From an optimization exercise on the open Yosys and OpenROAD flow, aimed at small area; shortcuts taken in it are not production practice.
At most, simulation tests tie the RTL to the original design; equivalence was not proved.
Power is estimated from default activity; no workload was simulated.

==> flow/design.v (excerpt) <==
module TLP_Completer (
	clk,
	reset,
	in_data,
	in_ready,
	buffer_ready0,
	buffer_ready1,
	buffer_ready2,
	buffer_ready3,
	out_data0,
	out_data1,
	out_data2,
	out_data3
);
	input		clk,
			reset,
			buffer_ready0,
			buffer_ready1,
			buffer_ready2,
			buffer_ready3;
	input [34:0]	in_data;		 
	output		in_ready;		 
	output [34:0]	out_data0,		 
			out_data1,
			out_data2,
			out_data3;
	wire [31:0]	payload;
	wire [3:0]	completion_status;
	wire		ready_subunit;
	wire		payload_nz;
	HardwareSubunit #(
		25
	) HardwareSubunit1 (
		.clk(clk),
		.reset(reset),
		.in_data(in_data),
		.next_ready(ready_subunit),
		.out_data(payload),
		.completion_status(completion_status),
		.out_nz(payload_nz)
	);
	OLR OLR1 (
		.clk(clk),
		.reset(reset),
		.header_in(in_data),
		.payload_in(payload),
		.payload_nz(payload_nz),
		.completion_status(completion_status),
		.buffer_ready0(buffer_ready0),
		.buffer_ready1(buffer_ready1),
		.buffer_ready2(buffer_ready2),
		.buffer_ready3(buffer_ready3),
		.data_out0(out_data0),
		.data_out1(out_data1),
		.data_out2(out_data2),
		.data_out3(out_data3),
		.ready_buffer(in_ready),
		.ready_subunit(ready_subunit)
	);
endmodule
Size in the first run: about 1,600 cells after synthesis, ~180 I/O pins.
==> module HardwareSubunit, before the edit <==
module HardwareSubunit #(
	parameter DELAY = 25
) (
	clk,
	reset,
	in_data,
	next_ready,
	out_data,
	completion_status,
	out_nz
);
	input	[34:0]	in_data;
	input		clk, reset, next_ready;
	output	[31:0]	out_data;
	output	[3:0]	completion_status;
	output		out_nz;
	localparam [1:0] C_MR = 2'd0, C_MW = 2'd1, C_CFG = 2'd2, C_OTHER = 2'd3;
	reg		cs, ov, ohv, hiv, size;
	reg [15:0]	hi, lo;			 
	reg [31:0]	old_data;
	reg [9:0]	pl;
	reg [1:0]	cls;			 
	reg [4:0]	dc;			 
	reg [1:0]	tc;
	assign out_data = ov ? ~{ohv ? hi : 16'h0000, lo} : 32'h0;
	assign completion_status = {cs, 3'b000};
	assign out_nz = ov;			 
	wire [31:0]	d = in_data[31:0];
	wire		dnz = |d;
	wire		chg = old_data != d;
	wire [4:0]	typ = d[28:24];
	wire [2:0]	fmt = d[31:29];
	reg		cs_v, ov_v, ohv_v, hiv_v, size_v;
	reg [15:0]	hi_v, lo_v;
	reg [9:0]	pl_v;
	reg [1:0]	cls_v, tc_v;
	reg [4:0]	dc_v;
	always @(posedge clk) begin
		cs_v = cs; ov_v = ov; ohv_v = ohv; hiv_v = hiv; size_v = size;
		hi_v = hi; lo_v = lo; pl_v = pl; cls_v = cls; tc_v = tc; dc_v = dc;
		if (reset) begin
			cs_v = 1'b0; ov_v = 1'b0; hiv_v = 1'b0; size_v = 1'b0;
			pl_v = 10'd0; cls_v = C_MR; tc_v = 2'd0; dc_v = 5'd0;
		end else begin
			if (dnz && pl_v == 10'd0 && tc_v == 2'd0 && dc_v == 5'd0) begin
				if (typ == 5'b00000) begin
					cls_v = (fmt[2:1] == 2'b00) ? C_MR : ((fmt[2:1] == 2'b01) ? C_MW : C_OTHER);
					if (fmt[2] == 1'b0) begin
						tc_v = fmt[0] ? 2'd3 : 2'd2;
						size_v = fmt[0];
					end
					pl_v = d[9:0];
				end else if (typ == 5'b00010) begin
					cls_v = C_MW;
					size_v = 1'b0;
					tc_v = 2'd2;
					pl_v = 10'd0;
				end else if (typ == 5'b00100 || typ == 5'b00101) begin
					cls_v = C_CFG;
					size_v = 1'b0;
					tc_v = 2'd2;
					pl_v = 10'd0;
				end else begin
					cls_v = C_OTHER;
				end
			end else if (chg && dnz && tc_v != 2'd0) begin
				tc_v = tc_v - 1'b1;
				if (cls_v != C_CFG) begin
					if (size_v && tc_v == 2'd1) begin
						hi_v = d[15:0];
						hiv_v = 1'b1;
					end
					if (tc_v == 2'd0) begin
						lo_v = d[31:16];
						dc_v = DELAY;
					end
				end else begin
					dc_v = DELAY;
				end
			end else if (tc_v == 2'd0 && (pl_v != 10'd0 || dc_v != 5'd0)) begin
				if (cls_v == C_MR) begin
					if (dc_v != 5'd0) begin
						dc_v = dc_v - 1'b1;
					end else if (pl_v != 10'd0 && next_ready && !ov) begin
						ov_v = ~&{hiv_v ? hi_v : 16'h0000, lo_v};
						ohv_v = hiv_v;
						pl_v = pl_v - 1'b1;
						cs_v = 1'b1;
					end
					if (pl_v == 10'd0) begin
						hiv_v = 1'b0;
						cls_v = C_MR;
						tc_v = 2'd0;
						size_v = 1'b0;
					end
				end else if (cls_v != C_OTHER) begin
					if (chg && dnz && dc_v == DELAY && pl_v != 10'd0) begin
						pl_v = pl_v - 1'b1;
					end else if (pl_v == 10'd0) begin
						dc_v = dc_v - 1'b1;
					end
					if (next_ready && dc_v == 5'd0) begin
						ov_v = 1'b0;
						cs_v = 1'b1;
						hiv_v = 1'b0;
						cls_v = C_MR;
						tc_v = 2'd0;
						size_v = 1'b0;
					end
				end
			end
			if (!next_ready) begin
				ov_v = 1'b0;
				cs_v = 1'b0;
			end
		end
		old_data <= d;
		cs <= cs_v; ov <= ov_v; ohv <= ohv_v; hiv <= hiv_v; size <= size_v;
		hi <= hi_v; lo <= lo_v; pl <= pl_v; cls <= cls_v; tc <= tc_v; dc <= dc_v;
	end
endmodule
export LEC_CHECK = 0
export ABC_AREA = 1
export CAP_MARGIN = 20
export CORE_MARGIN = 2
export CORE_UTILIZATION = 60
export SLEW_MARGIN = 20
create_clock -name core_clock -period 10.0 [get_ports {clk}]
standard.sh (not shown) runs the stock make flow with config.mk's settings and CLKGATE_MAP_FILE= SYNTH_SCRIPT=/design/flow/synth_recipe.tcl, a recipe that flattens the netlist after the stock synthesis.
==> flow/flow/run.sh <==
#!/bin/bash
# The standard layout with three changes. After the standard synthesis, its
# combinational logic is re-mapped for area by Yosys and ABC (the registers
# keep their names and cells); the port buffers are single strength; and the
# clock tree has no dummy loads. Each tool writes its output to a log here.
set -euo pipefail
export BUFFER_PORTS_ARGS="-buffer_cell sky130_fd_sc_hd__buf_1"
export CTS_ARGS="-sink_clustering_enable -repair_clock_nets -dont_use_dummy_load -buf_list sky130_fd_sc_hd__clkbuf_4 -sink_clustering_size 9 -sink_clustering_max_diameter 60"
bash standard.sh synth > standard_synth.log 2>&1
RES=$PWD/orfs/results/sky130hd/TLP_Completer/base
mkdir -p resyn
python3 flow/filter_lib.py "$FLOW_HOME/platforms/sky130hd/config.mk" \
	"$FLOW_HOME/platforms/sky130hd/lib/sky130_fd_sc_hd__tt_025C_1v80.lib" resyn/cells.lib > filter_lib.log 2>&1
python3 flow/split_lib.py resyn/cells.lib resyn/comb.lib resyn/seq.lib > split_lib.log 2>&1
# the cells ABC maps to: o22ai is left out, as ABC then maps the lane registers'
# hold logic to a22o instead of o22ai with an inverter on the register output
python3 flow/mklib.py resyn/comb.lib resyn/map.lib 'sky130_fd_sc_hd__o22ai_' > mklib.log 2>&1
cp "$RES/1_2_yosys.v" resyn/standard.v
sed "s/@T@/${RESYN_SECONDS:-60}/" flow/abc.script > resyn/abc.script
sed -e "s|@SEQLIB@|resyn/seq.lib|g" -e "s|@COMBLIB@|resyn/comb.lib|g" -e "s|@MAPLIB@|resyn/map.lib|g" -e "s|@IN@|resyn/standard.v|" \
	-e "s|@OUT@|resyn/remapped.v|" -e "s|@STAT0@|resyn/stat0.txt|" -e "s|@SCRIPT@|resyn/abc.script|" \
	flow/resyn.ys.in > resyn/resyn.ys
YOSYS=$(command -v yosys || echo "$FLOW_HOME/../tools/install/yosys/bin/yosys")
"$YOSYS" -l resyn.log -s resyn/resyn.ys > /dev/null 2>&1
cp resyn/remapped.v "$RES/1_2_yosys.v"
rm -f resyn/cells.lib resyn/comb.lib resyn/seq.lib resyn/map.lib
bash standard.sh finish > standard_finish.log 2>&1
Other scripts of this flow, unchanged in this note and not shown: flow/flow/abc.script, flow/flow/filter_lib.py, flow/flow/mklib.py, flow/flow/resyn.ys.in, flow/flow/split_lib.py
Then changed:
--- a/flow/design.v
+++ b/flow/design.v
@@ -19,20 +19,21 @@
 	localparam [1:0] C_MR = 2'd0, C_MW = 2'd1, C_CFG = 2'd2, C_OTHER = 2'd3;
 	reg		cs, ov, ohv, hiv, size;
-	reg [15:0]	hi, lo;			 
-	reg [31:0]	old_data;
+	reg [15:0]	hi, lw;
+	reg [15:0]	old_lo;			 
 	reg [9:0]	pl;
 	reg [1:0]	cls;			 
 	reg [4:0]	dc;			 
 	reg [1:0]	tc;
-	assign out_data = ov ? ~{ohv ? hi : 16'h0000, lo} : 32'h0;
+	assign out_data = ov ? ~{ohv ? hi : 16'h0000, lw} : 32'h0;
 	assign completion_status = {cs, 3'b000};
 	assign out_nz = ov;			 
 	wire [31:0]	d = in_data[31:0];
 	wire		dnz = |d;
-	wire		chg = old_data != d;
+	wire		chg = {lw, old_lo} != d;
 	wire [4:0]	typ = d[28:24];
 	wire [2:0]	fmt = d[31:29];
 	reg		cs_v, ov_v, ohv_v, hiv_v, size_v;
-	reg [15:0]	hi_v, lo_v;
+	reg [15:0]	hi_v;
+	reg		lo_wr, emit, hold;
 	reg [9:0]	pl_v;
 	reg [1:0]	cls_v, tc_v;
@@ -40,5 +41,5 @@
 	always @(posedge clk) begin
 		cs_v = cs; ov_v = ov; ohv_v = ohv; hiv_v = hiv; size_v = size;
-		hi_v = hi; lo_v = lo; pl_v = pl; cls_v = cls; tc_v = tc; dc_v = dc;
+		hi_v = hi; lo_wr = 1'b0; emit = 1'b0; pl_v = pl; cls_v = cls; tc_v = tc; dc_v = dc;
 		if (reset) begin
 			cs_v = 1'b0; ov_v = 1'b0; hiv_v = 1'b0; size_v = 1'b0;
@@ -74,5 +75,5 @@
 					end
 					if (tc_v == 2'd0) begin
-						lo_v = d[31:16];
+						lo_wr = 1'b1;
 						dc_v = DELAY;
 					end
@@ -85,6 +86,7 @@
 						dc_v = dc_v - 1'b1;
 					end else if (pl_v != 10'd0 && next_ready && !ov) begin
-						ov_v = ~&{hiv_v ? hi_v : 16'h0000, lo_v};
+						ov_v = ~&{hiv_v ? hi_v : 16'h0000, lw};
 						ohv_v = hiv_v;
+						emit = 1'b1;
 						pl_v = pl_v - 1'b1;
 						cs_v = 1'b1;
@@ -117,7 +119,10 @@
 			end
 		end
-		old_data <= d;
+		hold = !reset && !lo_wr && (emit || (tc_v == 2'd0 && cls_v == C_MR && (pl_v != 10'd0 || dc_v != 5'd0)));
+		if (!hold)
+			lw <= d[31:16];
+		old_lo <= d[15:0];
 		cs <= cs_v; ov <= ov_v; ohv <= ohv_v; hiv <= hiv_v; size <= size_v;
-		hi <= hi_v; lo <= lo_v; pl <= pl_v; cls <= cls_v; tc <= tc_v; dc <= dc_v;
+		hi <= hi_v; pl <= pl_v; cls <= cls_v; tc <= tc_v; dc <= dc_v;
 	end
 endmodule
After rerunning: Global-route usage rises by 0.67 points. Synthesized cell count falls by about 1.5%. Non-clock buffer count came out higher by 4. Worst setup slack gets better by 1.1 ns. Die area decreases by about 1.4%. Routed wire length hardly moves. Worst hold slack gains 0.033 ns. Clock skew drops by 0.043 ns. First-iteration DRC count came out lower by 10%. Critical path depth decreases by 1. Maximum frequency climbs by 16%. Flip-flop and latch count fell by 16. Cell area drops by 1.3%. Power went down by 3.6%.

========
Starting RTL as in the previous note.
## TLP_Completer
module TLP_Completer (
	clk,
	reset,
	in_data,
	in_ready,
	buffer_ready0,
	buffer_ready1,
	buffer_ready2,
	buffer_ready3,
	out_data0,
	out_data1,
	out_data2,
	out_data3
);
==> module OLR_Egress, before the edit <==
module OLR_Egress (
	clk,
	reset,
	sorted_nz,
	pass_valid,
	c_kind,
	c_len,
	c_mid,
	c_be,
	c_la,
	c_tag,
	c_rid,
	c_link,
	q_data,
	buffer_ready0,
	buffer_ready1,
	buffer_ready2,
	buffer_ready3,
	ready,
	data_out0,
	data_out1,
	data_out2,
	data_out3
);
	input		clk, reset, sorted_nz, pass_valid;
	input [2:0]	c_kind;		 
	input [9:0]	c_len;
	input [11:0]	c_mid;
	input [7:0]	c_be;
	input [4:0]	c_la;
	input [7:0]	c_tag;
	input [15:0]	c_rid;
	input [1:0]	c_link;
	input [31:0]	q_data;
	input		buffer_ready0, buffer_ready1, buffer_ready2, buffer_ready3;
	output reg	ready;
	output [34:0]	data_out0, data_out1, data_out2, data_out3;
	reg [32:0]	out0, out1, out2, out3;	 
	assign data_out0 = {out0[32], 2'b00, out0[31:0]};
	assign data_out1 = {out1[32], 2'b00, out1[31:0]};
	assign data_out2 = {out2[32], 2'b00, out2[31:0]};
	assign data_out3 = {out3[32], 2'b00, out3[31:0]};
	reg [2:0]	kind;
	wire		known = kind != 3'd0;
	wire		mr = kind == 3'd1;
	wire [2:0]	t = {kind[2], kind == 3'd3, kind[2] & kind[0]};	 
	reg [9:0]	len;
	reg [11:0]	mid;
	reg [7:0]	be, tag;
	reg [4:0]	la;
	reg [15:0]	rid;
	reg [1:0]	hcnt, lane;
	reg		hc, pc, rtd;
	reg [3:0]	stale, onz;
	wire [3:0]	br = {buffer_ready3, buffer_ready2, buffer_ready1, buffer_ready0};
	function [12:0] f_bc;
		input [7:0] be;
		input [9:0] len;
		reg [1:0] fz, lz;
		begin
			fz = be[0] ? 2'd0 : (be[1] ? 2'd1 : (be[2] ? 2'd2 : 2'd3));
			lz = be[7] ? 2'd0 : (be[6] ? 2'd1 : (be[5] ? 2'd2 : 2'd3));
			if (be[7:4] == 4'b0000) begin
				casex (be[3:0])
					4'b1xx1: f_bc = 13'd4;
					4'b01x1, 4'b1x10: f_bc = 13'd3;
					4'b0011, 4'b0110, 4'b1100: f_bc = 13'd2;
					default: f_bc = 13'd1;
				endcase
			end else if (be[3:0] == 4'b0000)
				f_bc = 13'd0;
			else
				f_bc = {1'b0, len, 2'b00} - (fz + lz);
		end
	endfunction
	function [1:0] f_lo2;
		input [3:0] be;
		begin
			casex (be)
				4'b0000: f_lo2 = 2'b00;
				4'bxxx1: f_lo2 = 2'b00;
				4'bxx10: f_lo2 = 2'b01;
				4'bx100: f_lo2 = 2'b10;
				4'b1000: f_lo2 = 2'b11;
				default: f_lo2 = 2'b00;
			endcase
		end
	endfunction
	reg [32:0]	w_v;
	reg [3:0]	wr_v, onz_v;
	reg [12:0]	bcount;
	reg [31:0]	word1, word2, word3;
	reg		ld, pld, known_v, mr_v;
	reg [2:0]	t_v, kind_v;
	reg [9:0]	len_v;
	reg [11:0]	mid_v;
	reg		ready_v, hc_v, pc_v, rtd_v, fire, wr;
	reg [1:0]	hcnt_v, lane_v;
	reg [9:0]	pcnt_v, len_n;
	reg [31:0]	preg_v;
	always @(*) begin
		ready_v = ready; hc_v = hc; pc_v = pc; rtd_v = rtd;
		hcnt_v = hcnt; lane_v = lane; pcnt_v = pc ? len : 10'd0;
		preg_v = {rid, tag, be};
		len_n = len;
		w_v = 33'd0; wr = 1'b0; wr_v = 4'd0; onz_v = onz;
		ld = !hc_v && !pc_v && ready_v && sorted_nz;
		if (ld) begin
			lane_v = c_link;
			hc_v = 1'b1;
			hcnt_v = 2'd3;
			rtd_v = 1'b1;
			if (c_kind == 3'd1) begin
				pcnt_v = c_len;
				pc_v = 1'b1;
			end
		end
		kind_v = ld ? c_kind : kind;
		known_v = kind_v != 3'd0;
		mr_v = kind_v == 3'd1;
		t_v = {kind_v[2], kind_v == 3'd3, kind_v[2] & kind_v[0]};
		len_v = ld ? c_len : len;
		if (ld)
			len_n = c_len;
		mid_v = ld ? c_mid : mid;
		pld = pass_valid && pc_v && ready_v;
		if (pld) begin
			preg_v = q_data;
			rtd_v = 1'b1;
		end
		bcount = mr ? f_bc(be, len) : ((t == 3'b010) ? 13'd63 : 13'd3);
		word1 = {1'b0, mr_v, 3'b000, t_v, mid_v, 2'b00, len_v};
		word2 = {16'hffff, 3'b000, bcount};
		word3 = {rid, tag, 1'b0, mr ? la : 5'd0, mr ? f_lo2(be[3:0]) : 2'b00};
		fire = br[lane_v] && rtd_v && !stale[lane_v];
		case (hcnt_v)
		2'd3: w_v = {1'b1, word1 & {32{known_v}}};
		2'd2: w_v = {1'b1, word2 & {32{known}}};
		2'd1: w_v = {pc_v, word3 & {32{known}}};
		default: w_v = {pcnt_v != 10'd1, preg_v};
		endcase
		if (fire) begin
			if (hcnt_v != 2'd0) begin
				wr = 1'b1;
				hcnt_v = hcnt_v - 1'b1;
			end else if (pc_v && pcnt_v != 10'd0) begin
				pcnt_v = pcnt_v - 1'b1;
				len_n = pcnt_v;
				wr = 1'b1;
			end
			wr_v[lane_v] = wr;
			if (hcnt_v == 2'd0 && pcnt_v != 10'd0) begin
				hc_v = 1'b0;
				rtd_v = 1'b0;
				ready_v = 1'b1;
			end else if (hcnt_v == 2'd0 && pcnt_v == 10'd0) begin
				hc_v = 1'b0;
				pc_v = 1'b0;
				lane_v = 2'd0;
				rtd_v = 1'b0;
				ready_v = 1'b1;
			end
		end
		onz_v = ((wr_v & {4{|w_v}}) | (~wr_v & onz)) & br;
		if (ready_v && rtd_v)
			ready_v = 1'b0;
		if (rtd_v && hc_v && (|onz_v))
			rtd_v = 1'b0;
		else if (!rtd_v && hc_v)
			rtd_v = 1'b1;
	end
	wire [3:0]	keep = br & {4{~reset}};
	wire [3:0]	put = br & wr_v & {4{~reset}};
	always @(posedge clk) begin
		out0 <= ({33{put[0]}} & w_v) | ({33{keep[0]}} & out0);
		out1 <= ({33{put[1]}} & w_v) | ({33{keep[1]}} & out1);
		out2 <= ({33{put[2]}} & w_v) | ({33{keep[2]}} & out2);
		out3 <= ({33{put[3]}} & w_v) | ({33{keep[3]}} & out3);
		stale <= br;
		if (reset) begin
			ready <= 1'b1; hc <= 1'b0; pc <= 1'b0; rtd <= 1'b0;
			hcnt <= 2'd0; lane <= 2'd0; onz <= 4'd0;
		end else begin
			ready <= ready_v; hc <= hc_v; pc <= pc_v; rtd <= rtd_v;
			hcnt <= hcnt_v; lane <= lane_v; onz <= onz_v;
		end
		if (pld && !ld)
			{rid, tag, be} <= q_data;
		len <= len_n;
		if (ld) begin
			kind <= c_kind; mid <= c_mid;
			be <= c_be; la <= c_la; tag <= c_tag; rid <= c_rid;
		end
	end
endmodule
export LEC_CHECK = 0
export ABC_AREA = 1
export CAP_MARGIN = 20
export CORE_MARGIN = 2
export CORE_UTILIZATION = 40
export SLEW_MARGIN = 20
create_clock -name core_clock -period 10.0 [get_ports {clk}]
==> flow/flow/run.sh <==
#!/bin/bash
# The standard layout with three changes: the combinational logic is re-mapped
# for area after the floorplan, the port buffers are single strength, and the
# clock tree has no dummy loads. Each tool writes its output to a log here.
set -euo pipefail
export BUFFER_PORTS_ARGS="-buffer_cell sky130_fd_sc_hd__buf_1"
export CTS_ARGS="-sink_clustering_enable -repair_clock_nets -dont_use_dummy_load -buf_list sky130_fd_sc_hd__clkbuf_8 -sink_clustering_size 14 -sink_clustering_max_diameter 80"
bash standard.sh floorplan > standard_floorplan.log 2>&1
export RES_DIR=$PWD/orfs/results/sky130hd/TLP_Completer/base
export RMP_DIR=$PWD/rmp
export RMP_LIB=$PWD/rmp/cells.lib
mkdir -p rmp
python3 flow/filter_lib.py "$FLOW_HOME/platforms/sky130hd/config.mk" \
	"$FLOW_HOME/platforms/sky130hd/lib/sky130_fd_sc_hd__tt_025C_1v80.lib" "$RMP_LIB" > filter_lib.log 2>&1
openroad -no_init -exit flow/restructure.tcl > restructure.log 2>&1
rm -f "$RMP_LIB"
bash standard.sh finish > standard_finish.log 2>&1
==> flow/flow/filter_lib.py <==
#!/usr/bin/env python3
"""Copy a liberty file without the cells the platform marks don't-use.

usage: filter_lib.py platform_config.mk in.lib out.lib
"""
import re
import sys

cfg, src, dst = sys.argv[1:4]
text = open(cfg).read()
m = re.search(r"DONT_USE_CELLS\s*\+?=((?:[^\n]*\\\n)*[^\n]*)", text)
dont = set(m.group(1).replace("\\", " ").split())
lines = open(src).read().split("\n")
out = []
skip = 0
depth = 0
for line in lines:
    if skip:
        depth += line.count("{") - line.count("}")
        if depth <= 0:
            skip = 0
        continue
    c = re.match(r'\s*cell\s*\(\s*"?([\w]+)"?\s*\)', line)
    if c and (c.group(1) in dont or "lpflow" in c.group(1) or "probe" in c.group(1)):
        depth = line.count("{") - line.count("}")
        skip = 1
        continue
    out.append(line)
open(dst, "w").write("\n".join(out))
==> flow/flow/restructure.tcl <==
# Re-map the combinational logic of the floorplanned design for area.
# Registers, ports, tap cells and the power grid are left as they are.
set res $::env(RES_DIR)
read_db $res/2_floorplan.odb
read_liberty $::env(FLOW_HOME)/platforms/sky130hd/lib/sky130_fd_sc_hd__tt_025C_1v80.lib
read_sdc $res/2_floorplan.sdc
report_design_area
restructure -target area -liberty_file $::env(RMP_LIB) \
	-tielo_port sky130_fd_sc_hd__conb_1/LO -tiehi_port sky130_fd_sc_hd__conb_1/HI \
	-work_dir $::env(RMP_DIR) -abc_logfile $::env(RMP_DIR)/abc.log
report_design_area
write_db $res/2_floorplan.odb
Next try:
--- a/flow/design.v
+++ b/flow/design.v
@@ -465,10 +465,11 @@
 	reg [9:0]	len;
 	reg [11:0]	mid;
 	reg [7:0]	be, tag;
 	reg [4:0]	la;
 	reg [15:0]	rid;
+	reg [31:0]	preg;
 	reg [1:0]	hcnt, lane;
 	reg		hc, pc, rtd;
 	reg [3:0]	stale, onz;
 	wire [3:0]	br = {buffer_ready3, buffer_ready2, buffer_ready1, buffer_ready0};
 	function [12:0] f_bc;
@@ -516,12 +517,11 @@
 	reg [1:0]	hcnt_v, lane_v;
 	reg [9:0]	pcnt_v, len_n;
 	reg [31:0]	preg_v;
 	always @(*) begin
 		ready_v = ready; hc_v = hc; pc_v = pc; rtd_v = rtd;
-		hcnt_v = hcnt; lane_v = lane; pcnt_v = pc ? len : 10'd0;
-		preg_v = {rid, tag, be};
+		hcnt_v = hcnt; lane_v = lane; pcnt_v = pc ? len : 10'd0; preg_v = preg;
 		len_n = len;
 		w_v = 33'd0; wr = 1'b0; wr_v = 4'd0; onz_v = onz;
 		ld = !hc_v && !pc_v && ready_v && sorted_nz;
 		if (ld) begin
 			lane_v = c_link;
@@ -600,12 +600,12 @@
 			hcnt <= 2'd0; lane <= 2'd0; onz <= 4'd0;
 		end else begin
 			ready <= ready_v; hc <= hc_v; pc <= pc_v; rtd <= rtd_v;
 			hcnt <= hcnt_v; lane <= lane_v; onz <= onz_v;
 		end
-		if (pld && !ld)
-			{rid, tag, be} <= q_data;
+		if (pld)
+			preg <= q_data;
 		len <= len_n;
 		if (ld) begin
 			kind <= c_kind; mid <= c_mid;
 			be <= c_be; la <= c_la; tag <= c_tag; rid <= c_rid;
 		end
Effect: The new run completed without violations; global-route usage went down by 0.28 points; worst setup slack gets better by 110 ps; power rose by roughly a tenth; core utilization rises by 0.13 points; wire length is higher slightly; first-iteration DRC count came out higher by about a fifth; clock power rose by a few percent; fmax goes up slightly.
For the second run of this note, only the layout was checked, not whether the RTL still works.

port drivers added, routing unchanged:
The flow's constraints put no driver on any port. The routed layouts listed below were extracted and timed again, unchanged, in two steps. Step 1 sets driving cells, clkbuf_16 on the clock port and buf_2 on the other inputs (assumed; they add their load-dependent delay and slew). Step 2, shift: input delay + t, output delay - t, t = (earliest + latest rising clock arrival at the registers) / 2. This alone moves slack from input paths to output paths. Slacks: no drivers / after step 1 / after step 2; pairs: no drivers / after step 1.
run | shift t [ns] | setup slack, ns | latest minus earliest clock arrival (ns)
the first run of note 1 | 0.739 | 1.622 / 1.649 / 0.911 | 0.125 / 0.125
the second run of note 1 | 0.764 | 2.761 / 2.778 / 2.014 | 0.068 / 0.068
the first run of note 2 | 0.682 | 1.591 / 1.613 / 0.931 | 0.055 / 0.054
the second run of note 2 | 0.676 | 1.700 / 1.735 / 1.059 | 0.025 / 0.025
After both steps setup and hold are still met in every run listed. For the second run of note 1, which loses most, drivers alone change the setup slack by +0.017 ns; drivers and shift together by -0.747 ns.
